Context: an optimization exercise on an open-source flow, tuned for small area and a short achievable clock period. The choices shown serve that exercise and are no tape-out recipe. RTL that was checked went through simulation tests only; none was proved equivalent to the original. Power is estimated from default activity; no workload was simulated.

==> inputs of umber <==
==> flow/design.v (excerpt) <==
module MAC #(parameter ABIT = 16, BBIT = 16, EBIT = 8)
(
	i_clk,
	i_a, i_b, i_loadVal,
	i_load, i_add, i_useMul,
	o_result
);
Settings: LEC_CHECK=0, CAP_MARGIN=20, CORE_MARGIN=2, CORE_UTILIZATION=60, CTS_BUF_LIST=sky130_fd_sc_hd__clkbuf_4 sky130_fd_sc_hd__clkbuf_8, PLACE_DENSITY=0.75, SLEW_MARGIN=20; clock period 12.0 ns.
standard.sh (not shown) runs the stock make flow with config.mk's settings and CLKGATE_MAP_FILE= SYNTH_SCRIPT=/design/flow/synth_recipe.tcl, a recipe that flattens the netlist after the stock synthesis.
==> flow/flow/run.sh <==
#!/bin/bash
set -euo pipefail
export BUFFER_PORTS_ARGS="-buffer_cell sky130_fd_sc_hd__buf_2"
export SYNTH_ARGS="-noabc"
export SETUP_SLACK_MARGIN=6.5
bash standard.sh > standard.log 2>&1
==> inputs of pepper, as changes to umber <==
--- a/flow/design.v
+++ b/flow/design.v
@@ -7,15 +7,15 @@
 );
 	input i_clk, i_load, i_add, i_useMul;
 	input signed [15:0] i_a;
 	input signed [15:0] i_b;
 	input signed [39:0] i_loadVal;
 	output signed [39:0] o_result;
   reg [39:0] S;
-  reg [27:0] C;   
+  reg [26:0] C;   
   wire one1;
   wire two2;
   wire neg3;
   wire x4;
   wire x5;
   wire x6;
   wire x7;
@@ -1002,16 +1002,16 @@
   assign n355 = (base308 & pp23) | (base308 & pp59) | (pp23 & pp59);
   assign n356 = n351 ^ n354 ^ n353;
   assign n357 = (n351 & n354) | (n351 & n353) | (n354 & n353);
   assign n358 = base309 ^ pp24 ^ pp60;
   assign n359 = (base309 & pp24) | (base309 & pp60) | (pp24 & pp60);
   assign n360 = pp96 ^ negc114 ^ n355;
   assign n361 = (pp96 & negc114) | (pp96 & n355) | (negc114 & n355);
-  assign n362 = n358 ^ n360;
-  assign n363 = n358 & n360;
+  assign n362 = n358 ^ n360 ^ n357;
+  assign n363 = (n358 & n360) | (n358 & n357) | (n360 & n357);
   assign n364 = base310 ^ pp25 ^ pp61;
   assign n365 = (base310 & pp25) | (base310 & pp61) | (pp25 & pp61);
   assign n366 = pp97 ^ n359 ^ n364;
   assign n367 = (pp97 & n359) | (pp97 & n364) | (n359 & n364);
   assign n368 = n361 ^ n366;
   assign n369 = n361 & n366;
   assign n370 = base311 ^ pp26 ^ pp62;
@@ -1274,13 +1274,13 @@
   assign n627 = base334 | pp301;
   assign n628 = n626 ^ n623;
   assign n629 = n626 & n623;
   assign n630 = base335 ^ pp303 ^ n627;
   assign n631 = (base335 & pp303) | (base335 & n627) | (pp303 & n627);
   assign n632 = ~(base336 ^ n631);
   assign n633 = base336 | n631;
-  assign o_result = S + {1'b0, 1'b0, 1'b0, 1'b0, 1'b0, 1'b0, 1'b0, C[27], 1'b0, C[26], C[25], C[24], C[23], C[22], C[21], C[20], C[19], C[18], C[17], C[16], C[15], C[14], C[13], C[12], C[11], C[10], C[9], C[8], C[7], C[6], C[5], C[4], C[3], C[2], C[1], C[0], 1'b0, 1'b0, 1'b0, 1'b0};
+  assign o_result = S + {1'b0, 1'b0, 1'b0, 1'b0, 1'b0, 1'b0, 1'b0, C[26], 1'b0, C[25], C[24], C[23], C[22], C[21], C[20], C[19], C[18], C[17], C[16], C[15], C[14], C[13], C[12], C[11], C[10], C[9], C[8], C[7], C[6], C[5], C[4], C[3], C[2], C[1], C[0], 1'b0, 1'b0, 1'b0, 1'b0, 1'b0};
   always @(posedge i_clk) begin
-    S <= {btop345[7], btop345[6], btop345[5], btop345[4], btop345[3], btop345[2], btop345[1], btop345[0], n632, n629, n628, n621, n620, n609, n608, n593, n592, n573, n572, n549, n535, n521, n505, n489, n473, n457, n443, n429, n426, n405, n395, n392, n382, n369, n363, n362, n356, n352, n348, n346};
-    C <= {n633, n630, n625, n624, n615, n614, n601, n600, n583, n582, n561, n560, n548, n534, n520, n504, n488, n472, n456, n442, n428, n416, n404, n394, n384, n376, n368, n357};
+    S <= {btop345[7], btop345[6], btop345[5], btop345[4], btop345[3], btop345[2], btop345[1], btop345[0], n632, n629, n628, n621, n620, n609, n608, n593, n592, n573, n572, n549, n535, n521, n505, n489, n473, n457, n443, n429, n426, n405, n395, n392, n382, n369, n368, n362, n356, n352, n348, n346};
+    C <= {n633, n630, n625, n624, n615, n614, n601, n600, n583, n582, n561, n560, n548, n534, n520, n504, n488, n472, n456, n442, n428, n416, n404, n394, n384, n376, n363};
   end
 endmodule
--- a/flow/config.mk
+++ b/flow/config.mk
@@ -5,9 +5,9 @@
 export SDC_FILE = /design/flow/constraint.sdc
 export NUM_CORES = 4
 export LEC_CHECK = 0
 export CAP_MARGIN = 20
 export CORE_MARGIN = 2
 export CORE_UTILIZATION = 60
 export CTS_BUF_LIST = sky130_fd_sc_hd__clkbuf_4 sky130_fd_sc_hd__clkbuf_8
-export PLACE_DENSITY = 0.75
+export PLACE_DENSITY = 0.7
 export SLEW_MARGIN = 20
==> inputs of maple, as changes to umber <==
==> flow/flow/run.sh (replaced) <==
#!/bin/bash
set -euo pipefail
export BUFFER_PORTS_ARGS="-buffer_cell sky130_fd_sc_hd__buf_2"
export SETUP_SLACK_MARGIN=6.5
bash standard.sh > standard.log 2>&1
==> flow/config.mk (replaced) <==
export PLATFORM = sky130hd
export DESIGN_NAME = MAC
export DESIGN_NICKNAME = MAC
export VERILOG_FILES = /design/flow/design.v
export SDC_FILE = /design/flow/constraint.sdc
export NUM_CORES = 4
export LEC_CHECK = 0
export CAP_MARGIN = 20
export CORE_MARGIN = 2
export CORE_UTILIZATION = 60
export SLEW_MARGIN = 20
==> inputs of harbor, as changes to umber <==
--- a/flow/config.mk
+++ b/flow/config.mk
@@ -5,9 +5,10 @@
 export SDC_FILE = /design/flow/constraint.sdc
 export NUM_CORES = 4
 export LEC_CHECK = 0
 export CAP_MARGIN = 20
 export CORE_MARGIN = 2
 export CORE_UTILIZATION = 60
 export CTS_BUF_LIST = sky130_fd_sc_hd__clkbuf_4 sky130_fd_sc_hd__clkbuf_8
-export PLACE_DENSITY = 0.75
+export GPL_ROUTABILITY_DRIVEN = 0
+export PLACE_DENSITY = 0.7
 export SLEW_MARGIN = 20
==> summary of the runs <==
Cell count, highest first: pepper, maple, umber, harbor.
First-iteration DRC count: harbor < maple < umber < pepper.
In die area, umber and harbor do not differ.
Fmax: pepper < umber < harbor < maple.
In synthesized cell count, umber and harbor do not differ.
Of maple and harbor, harbor has the higher clock skew (gap 0.0055 ns).
Clock power, highest first: umber, maple, pepper, harbor.
In maple the count of clock-buffer cells in the layout is lower than in harbor, by 1.
==> figures <==
                                                                        pepper        harbor          maple         umber
Logic pwr share                                                           0.797         0.783          0.783         0.773
Min setup slack post-route                                              6.53 ns       6.54 ns        6.58 ns       6.53 ns
DP Worst Slack                                                          5.24 ns       5.54 ns        5.35 ns       5.50 ns
Post-CTS Setup Repair Bufs                                                   32            33             29            29
Starting utilization of the core area                                     0.617         0.616          0.610         0.616
Met2 WL                                                                 14.4 mm       11.0 mm        12.0 mm       11.7 mm
Net load switching power                                                1.62 mW       1.38 mW        1.55 mW       1.41 mW
Final clock period utilization by the worst path                          0.456         0.455          0.452         0.456
Hold EP                                                            S[0]$_DFF_P_  S[0]$_DFF_P_  S[39]$_DFF_P_  S[1]$_DFF_P_
# fillers                                                                  1367          1209           1357          1100
Clk tree area frac                                                       0.0190        0.0176         0.0230        0.0228
Multi-input gate share of the layout cell area                            0.740         0.727          0.703         0.711
Cell area after placement                                            11000 um^2    10300 um^2     10800 um^2    10300 um^2
Status                                                 timing/DRC/antenna clean  timing/DRC/antenna clean  timing/DRC/antenna clean  timing/DRC/antenna clean
Area enclosed by the die boundary                                    18200 um^2    16700 um^2     17800 um^2    16700 um^2
Share of synthesized area spent on multiplexers                          0.0312        0.0355         0.0368        0.0355
Count of clock buffers in the final design                                   10            10              9            11
Count of buffers not belonging to the clock network in the layout           167           164            154           181
No functional check of the RTL was part of pepper.

==> re-timing with driven ports <==
The results above use ideal ports. As a check the final layouts listed here were re-extracted and re-timed, cells and wires unchanged. Step 1 (the two cells are an assumption about what drives the block):
set clk [get_ports {i_clk}]
set_driving_cell -lib_cell sky130_fd_sc_hd__clkbuf_16 $clk
set_driving_cell -lib_cell sky130_fd_sc_hd__buf_2 [delete_from_list [all_inputs] $clk]
Step 2 moves the port delays by t, midway between the first and last clock arrival at a register: inputs arrive t later, outputs are due t later. That takes back most of the time a late clock gives input paths. Slacks: ideal / step 1 / step 2; pairs: ideal / step 1.
run | t, ns | setup slack, ns | worst setup path after step 2 | slew at the worst register clock pin (ns) | worst data-port slew with drivers (ns)
umber | 0.417 | 6.531 / 6.534 / 6.117 | input to register | 0.09 / 0.09 | 0.05
pepper | 0.398 | 6.528 / 6.520 / 6.122 | input to register | 0.08 / 0.08 | 0.08
maple | 0.366 | 6.579 / 6.549 / 6.183 | input to register | 0.06 / 0.06 | 0.17
harbor | 0.407 | 6.540 / 6.561 / 6.154 | input to register | 0.09 / 0.09 | 0.04
After both steps setup and hold are still met in every run listed. For umber, which loses most, drivers alone change the setup slack by +0.003 ns; drivers and shift together by -0.414 ns.
